Background: an optimization exercise with open tools, aiming at small area, a short achievable clock period and few clock cycles per item. Do not read the settings as production practice.
In this exercise RTL edits were held to simulation tests only and were not proved equivalent to the original.

==> flow/design.v (outline; a module is shown in full before it is edited, if it fits) <==
// module Multiply: 16 lines
// module Multiply_booth: 9 lines
// module Mant_mul: 1189 lines
// module Emission_rom: 115 lines
// module Transition_nz: 61 lines
// module Transition_rom: 190 lines
// module Viterbi: 279 lines
module Viterbi (clk, reset, in_valid, in_word, in_ready,
                out_valid, out_tag, out_last, error);
  // ...
==> flow/flow/run.sh <==
#!/bin/bash
# Standard ORFS layout (the standard.sh), with the post-CTS and post-route
# timing repair aiming for a setup slack of 15 ns at the design's clock period.
set -euo pipefail
bash standard.sh SETUP_SLACK_MARGIN=15 finish > flow_make.log 2>&1
==> flow/standard.sh <==
#!/bin/bash
# synth_recipe.tcl (not shown) runs the flow's synth.tcl, then flattens the netlist and writes it again
# the make line also repeats each setting of config.mk as NAME=value (left out here)
make -C /OpenROAD-flow-scripts/flow DESIGN_CONFIG=/design/flow/config.mk WORK_HOME=/design/flow/orfs CLKGATE_MAP_FILE= SYNTH_SCRIPT=/design/flow/synth_recipe.tcl "${@:-finish}"
==> flow/config.mk <==
export PLATFORM = sky130hd
export DESIGN_NAME = Viterbi
export DESIGN_NICKNAME = Viterbi
export VERILOG_FILES = /design/flow/design.v
export SDC_FILE = /design/flow/constraint.sdc
export NUM_CORES = 4
export LEC_CHECK = 0
export CAP_MARGIN = 20
export CORE_MARGIN = 2
export CORE_UTILIZATION = 40
export PLACE_DENSITY = 0.6
export SLEW_MARGIN = 20
export SYNTH_MEMORY_MAX_BITS = 16384
==> flow/constraint.sdc <==
create_clock -name core_clock -period 22.0 [get_ports {clk}]
set_input_delay 4.4000 -clock core_clock [delete_from_list [all_inputs] [get_ports {clk}]]
set_output_delay 4.4000 -clock core_clock [all_outputs]
set_load 0.01 [all_outputs]
==> out/qor.csv, run 1 <==
stage,metric,value,unit
status,run status,timing/DRC/antenna clean,
worst_setup_path,CP required,22250,ps
run,max_cap viols,0,
routing,vias,39055,
grt,largest net degree at the start of global routing,66,
clock_tree,CTS tree,built,
routing,drt pass-1 iters,8,
worst_setup_path,instance count on the critical path,20,
routing,# DRC,0,
placed_design,Post-DP Area,44700,um2
worst_setup_path,crit path DAT,7150,ps
routing,Post-DRT Antenna Nets,0,
yosys,ys flop type,edfxtp_1,
worst_hold_path,Hold Path Sink,sa0[3][3],
yosys,Mapped Cells,4513,
cells_and_area,largest class,multi-input combinational cells,
clock_tree,Root Buffer,clkbuf_16,
yosys,Post-synth EDFFs,442,
yosys,post-synthesis simple-gate area fraction,15.9,%
sta,period utilisation layout,31.4,%
yosys,Post-Synth Adder-Cell Area,16.0,%
worst_setup_path,R2R cell count,20,
clock_tree,CTS Hold Bufs,0,
sta,Worst slew margin,10.6,%
floorplan,site row count,119,
placed_design,Routability Congestion,1.10,
worst_setup_path,R2R Path End,d0[18],
cells_and_area,clock buf count,63,
Testbench counts, summed over its fixed seeds: cycles 4,915, words 3,918.
==> run 2: changes to the inputs <==
==> flow/run.sh (new file) <==
#!/bin/bash
# synth_recipe.tcl (not shown) runs the flow's synth.tcl, then flattens the netlist and writes it again
# the make line also repeats each setting of config.mk as NAME=value (left out here)
make -C /OpenROAD-flow-scripts/flow DESIGN_CONFIG=/design/flow/config.mk WORK_HOME=/design/flow/orfs CLKGATE_MAP_FILE= SYNTH_SCRIPT=/design/flow/synth_recipe.tcl finish
removed: flow/flow/run.sh
removed: flow/standard.sh
==> run 2 against run 1 <==
Wire length is 3.7% lower. Via count shrank 1.5%. First-iteration DRC count shrank 4.5%. Critical path type unchanged. Non-clock buffer count down 50. Highest routed layer unchanged. Register-to-register slack got worse by 1700 ps. Clock skew up 10 ps. Area after synthesis is the same.
==> out/qor.csv, run 2 <==
stage,metric,value,unit,change
grt,grt ovf,0,,
worst_setup_path,most common cell type on the critical path,fa_1,,
clock_tree,CTS Hold Bufs,0,,unchanged
clock_tree,CTS tree,built,,
clock_tree,"Reg clk slew, reported paths",60,ps,
yosys,syn_area_per_cell,9.42,um2,
worst_setup_path,reg-to-reg startpoint,p0_pet[5],,
yosys,sequential share of the synthesized area,33.7,%,
cells_and_area,fraction of layout cells with a size suffix above 1,9.17,%,
grt,first-pass GRT wire length,292000,um,
placed_design,Port Buffers,18,,
yosys,top cell type's share of synthesized area,31.2,%,
worst_setup_path,reg2reg setup slack,13420,ps,
placed_design,post-DP HPWL,150000,um,
routing,DR iter-0 viols,4852,,
run,max_cap viols,0,,unchanged
sta,worst slew pin tran,1310,ps,
clock_tree,post-cts resize count,0,,
yosys,most common cell in the synthesized netlist,edfxtp_1,,
floorplan,Initial Utilization,40.4,%,
sta,Tmin final,8580,ps,
worst_setup_path,CP required,22360,ps,+110 ps
grt,largest net degree at the start of global routing,66,,unchanged
cells_and_area,Layout area overhead,9.66,%,
routing,vias,38463,,-1.5%
worst_setup_path,Worst setup SP type,flip-flop,,
routing,# DRC,0,,unchanged
status,run status,timing/DRC/antenna clean,,
clock_tree,CTS H-tree lvls,2,,
cells_and_area,layout net count,4827,,
worst_setup_path,Max Fanout on Critical Path,15,,
floorplan,Die Ht,330,um,
cells_and_area,"commonest non-fill, non-tap cell in the layout",edfxtp_1,,
placed_design,worst slack at placement,13480,ps,
sta,Slew Limit Fails,0,,
cells_and_area,top flop regs,"eb0: 64 flops, eb1: 64 flops, sa0: 64 flops",,
worst_setup_path,R2R Path End,p0_pet[17],,
cells_and_area,"commonest cells after routing, fill and taps aside","442 x edfxtp_1, 356 x nor2_1, 344 x inv_1",,
clock_tree,setup bufs post-CTS,0,,
yosys,"top cells by count, synth","442 x edfxtp_1, 361 x nor2_1, 346 x inv_1",,
yosys,#FFs+latches synth,495,,
sta,period utilisation layout,39.0,%,+7.6 points
clock_tree,Root Buffer,clkbuf_16,,
worst_setup_path,Worst Setup EP,p0_pet[17],,
yosys,count of cell types in the netlist,96,,
clock_tree,clk sinks,495,,
floorplan,site row count,119,,unchanged
sta,unrepaired setup endpoints after global routing,false,,
routing,DR vias/cell,6.56,,
worst_hold_path,Worst Hold Class,reg -> reg,,
sta,achievable frequency,0.117,GHz,
yosys,Yosys top cell by area,edfxtp_1,,
yosys,Mapped Cells,4513,,unchanged
clock_tree,"Clk Latency, worst-skew pair",660,ps,
worst_setup_path,crit path launch,p0_pet[5],,
yosys,warnings from Yosys,4,,
floorplan,die area,109000,um2,
yosys,synth top area cells,"edfxtp_1 31%, fa_1 12%, xnor2_1 6.0%",,
routing,DR WL/cell,35.2,um,
worst_setup_path,R2R cell count,26,,+30%
grt,vias in the first global route,37213,,
worst_setup_path,Worst path slowest cell,clkinv_1,,
sta,setup_tns,0,ps,
yosys,Syn Nets,4917,,
sta,final setup violating endpoints,0,,
sta,final hold violation count,0,,
sta,Worst slew margin,12.0,%,+1.3 points
grt,GRT Util Overall,37.6,%,
routing,Post-DRT Antenna Nets,0,,unchanged
worst_setup_path,Worst path max stage delay,850,ps,
yosys,Post-synth EDFFs,442,,unchanged
grt,antenna violations before repair,4,,
floorplan,io pins,19,,
yosys,ys flop type,edfxtp_1,,
floorplan,CORE AREA,105000,um2,
sta,Final Skew,67.0,ps,
yosys,Post-Syn Area,42500,um2,
routing,final WL,207000,um,
sta,Setup WS post-layout,13420,ps,
yosys,share of flip-flops with an asynchronous set or reset,0,%,
routing,drt pass-1 iters,8,,unchanged
floorplan,Die X,330,um,
worst_setup_path,crit path DAT,8940,ps,+1790 ps
worst_setup_path,Crit Path Category,reg -> reg,,
clock_tree,Clock Tree Buf Depth,3,,
placed_design,Routability Congestion,1.13,,+2.9%
worst_setup_path,Setup crit end kind,flip-flop,,
clock_tree,Inserted Clock Buffers,56,,
-- run 2: worst max-delay path, delay by kind of cell, from the launching register on --
family / cells / cell delay (ps)
AOI/OAI and AO/OA: 14 / 2660
xor gates and xnor gates: 2 / 790
adders and majority gates: 7 / 2990
buffers and inverters: 2 / 930
DFF: 1 / 830
and+or+nand+nor: 1 / 50
-- run 2: worst min path at each step --
stage	startpoint	to	slack, ps	depth (start not counted)
floorplan	r_a0[0]	p0_a0[0]	400	0
global placement	r_n[1]	p0_n[1]	400	0
global route	sa0[1][1]	sa0[2][1]	400	0
CTS	sa0[1][1]	sa0[2][1]	390	0
finish	sa0[1][1]	sa0[2][1]	390	0
detailed placement	r_n[1]	p0_n[1]	400	0
-- run 2: layout make-up --
| cell class | count | area, um2 |
|---|---|---|
| Fill cell | 10240 | 58700 |
| Multi-Input combinational cell | 3300 | 25600 |
| Sequential cell | 495 | 14300 |
| Tap cell | 1391 | 1740 |
| Timing Repair Buffer | 211 | 1630 |
| Clock buffer | 66 | 1450 |
| Inverter | 359 | 1350 |
| Clock inverter | 40 | 454 |
| Antenna cell | 4 | 10.0 |
-- run 2: per-layer routing --
| layer | global-route usage, % | part of all wire (%) |
|---|---|---|
| met3 | 6.39 | 8.6 |
| met1 | 48.7 | 39 |
| met2 | 59.4 | 45 |
| met4 | 21.9 | 7.3 |
| met5 | 0 | 0.0053 |
-- run 2: kinds of logic after synthesis --
kind of cell | after synthesis | share of synthesized area (%)
adder cells (fa/ha/maj) | 394 | 16.0
flip-flops | 495 | 33.7
multiplexers | 150 | 3.68
AND/OR/NAND/NOR | 1355 | 15.9
buffers and inverters | 718 | 6.63
XOR/XNOR | 338 | 6.97
AO/OA/AOI/OAI | 1063 | 17.0
-- run 2: per-stage QoR --
stage	hold slack, ps	instances	instance area, um2	utilization [%]
finish	389	5866	46600	44.3
global route	402	5862	46600	44.3
detailed placement	405	5753	44600	42.4
floorplan	400	4513	42500	-
CTS	387	5859	46500	44.2
global placement	402	5752	44600	42.4

## static timing again, ports no longer ideal
The flow's constraints put no driver on any port. The routed layouts listed below were extracted and timed again, unchanged, in two steps. Step 1: set_driving_cell puts a clkbuf_16 on clk and a buf_2 on each other input, an assumption about the parent block. Step 2 adds t to the input delays and takes it off the output delays; t is the mean of the earliest and latest rising clock arrival at the registers after step 1. Input paths then give back, and output paths get back, about the clock's delay inside the block. Slacks: no drivers / after step 1 / after step 2; pairs: no drivers / after step 1.
| run | t, ns | setup slack, ns | latest minus earliest clock arrival (ns) | slew at the worst register clock pin (ns) |
|---|---|---|---|---|
| run 1 | 0.670 | 15.097 / 15.097 / 15.097 | 0.057 / 0.057 | 0.07 / 0.07 |
| run 2 | 0.713 | 13.419 / 13.419 / 13.419 | 0.067 / 0.067 | 0.07 / 0.07 |
After both steps every run listed still meets setup and hold.
